Context: an optimization exercise on an open-source flow, tuned for a short achievable clock period and low power. The choices shown serve that exercise and are no tape-out recipe. The RTL was checked by simulation tests, not by an equivalence proof against the original design. Power figures rest on the tool's default switching activity, not on a simulated workload.

== run A ==
==> flow/design.v (excerpt) <==
module macs_axi4s #(
    parameter NUM_MACS = 8
) (
    input reset,
    input clk,
    input wire s_axis_tvalid,
    output reg s_axis_tready,
    input wire [127:0] s_axis_tdata,    
    output wire [127:0] m_axis_tdata,   
    output reg m_axis_tvalid,
    input wire m_axis_tready,
    input wire [15:0] s_axis_tkeep,
    output wire [15:0] m_axis_tkeep,
    input wire s_axis_tlast,
    output reg m_axis_tlast
);
Size in the first run: about 2800 cells after synthesis, about 300 I/O pins, ~25000 sq um of cells after synthesis.
clock: 5.0 ns
lec_check: 0
cap_margin: 0
core_margin: 2
core_utilization: 40
cts_buf_list: sky130_fd_sc_hd__clkbuf_4 sky130_fd_sc_hd__clkbuf_8
gpl_routability_driven: 0
gpl_timing_driven: 0
setup_slack_margin: 0.1
slew_margin: 0
synth_hierarchical: 1
standard.sh (not shown) runs the stock make flow with config.mk's settings and CLKGATE_MAP_FILE= SYNTH_SCRIPT=/design/flow/synth_recipe.tcl, a recipe that flattens the netlist after the stock synthesis.
==> flow/flow/run.sh <==
#!/bin/bash
# Own layout flow: the standard flow, run in two parts.
#  1. the standard synthesis, unchanged;
#  2. the rest of the standard flow, with clock tree synthesis told not to add dummy
#     load cells (they only balance the tree and burn clock power), plus any extra ORFS
#     make variables listed one per line in flow/extra_vars.txt.
# Each part's full output goes to its own log file in the work folder.
set -euo pipefail
bash standard.sh synth > flow_synth.log 2>&1
CTS="-sink_clustering_enable -repair_clock_nets -dont_use_dummy_load"
CTS="$CTS -buf_list {sky130_fd_sc_hd__clkbuf_4 sky130_fd_sc_hd__clkbuf_8}"
EXTRA=()
if [[ -f flow/extra_vars.txt ]]; then
  mapfile -t EXTRA < <(grep -v '^#' flow/extra_vars.txt | grep . || true)
fi
bash standard.sh "CTS_ARGS=$CTS" "${EXTRA[@]}" finish > flow_layout.log 2>&1
==> flow/flow/extra_vars.txt <==
RECOVER_POWER=100
## Diff of input files: run B against run A
# run A
export LEC_CHECK = 0
export CAP_MARGIN = 0
export CORE_MARGIN = 2
export CORE_UTILIZATION = 40
export CTS_BUF_LIST = sky130_fd_sc_hd__clkbuf_4 sky130_fd_sc_hd__clkbuf_8
export GPL_ROUTABILITY_DRIVEN = 0
export GPL_TIMING_DRIVEN = 0
export SETUP_SLACK_MARGIN = 0.1
export SLEW_MARGIN = 0
export SYNTH_HIERARCHICAL = 1
create_clock -name core_clock -period 5.0 [get_ports {clk}]
# run B
export LEC_CHECK = 0
export CAP_MARGIN = 0
export CORE_MARGIN = 2
export CORE_UTILIZATION = 40
export CTS_BUF_LIST = sky130_fd_sc_hd__clkbuf_4 sky130_fd_sc_hd__clkbuf_8
export SETUP_SLACK_MARGIN = 0.1
export SLEW_MARGIN = 0
export SYNTH_HIERARCHICAL = 1
create_clock -name core_clock -period 5.0 [get_ports {clk}]
Findings:
Compared to run A, run B has headroom to the max-slew limit 20 points lower. Total power: run B > run A. Netlist area before placement of run B is on par with run A.
> inputs changed (run B -> run C)
# run B
export LEC_CHECK = 0
export CAP_MARGIN = 0
export CORE_MARGIN = 2
export CORE_UTILIZATION = 40
export CTS_BUF_LIST = sky130_fd_sc_hd__clkbuf_4 sky130_fd_sc_hd__clkbuf_8
export SETUP_SLACK_MARGIN = 0.1
export SLEW_MARGIN = 0
export SYNTH_HIERARCHICAL = 1
create_clock -name core_clock -period 5.0 [get_ports {clk}]
# run C
export LEC_CHECK = 0
export CAP_MARGIN = 0
export CORE_MARGIN = 2
export CORE_UTILIZATION = 40
export CTS_BUF_LIST = sky130_fd_sc_hd__clkbuf_4 sky130_fd_sc_hd__clkbuf_8
export SETUP_SLACK_MARGIN = 1.0
export SLEW_MARGIN = 0
export SYNTH_HIERARCHICAL = 1
create_clock -name core_clock -period 5.0 [get_ports {clk}]
### Flow results
- As of run C, routed wire length had risen by a few percent compared to run B.
- Multi-input gate count of run C is on par with run B.
- Diff run C..run B | count of unresolved DRC violations after routing | unchanged
- Diff run B -> run C: worst-path maximum fanout went down; share of cells above drive strength 1 went up; number of filler instances in the final layout went down; fraction of power consumed by sequential logic went down; post-route minimum period went up.

-- afterwards: timing with drivers on the ports --
Ports are ideal in the flow. The routed layouts listed here were re-timed in OpenROAD.
Step 1 sets driving cells, clkbuf_16 on the clock port and buf_2 on the other inputs (assumed; they add their load-dependent delay and slew).
Step 2 also shifts input and output timing later by t, the mid clock arrival at the registers, as if the neighbouring blocks saw the same clock.
Slacks: ideal ports / drivers / drivers and shift; pairs: ideal ports / drivers.
| run | t (ns) | setup WS [ns] | worst slew at a driven data input, ns |
|---|---|---|---|
| run A | 0.601 | 0.146 / 0.164 / -0.436 | 0.06 |
| run B | 0.593 | 0.152 / 0.151 / -0.442 | 0.07 |
| run C | 0.607 | 0.099 / 0.120 / -0.487 | 0.08 |
With both steps, setup timing fails in every run listed, where it was met with ideal ports. The setup slack of run B, which loses most, moves by -0.001 ns with the drivers and by -0.594 ns with both steps.
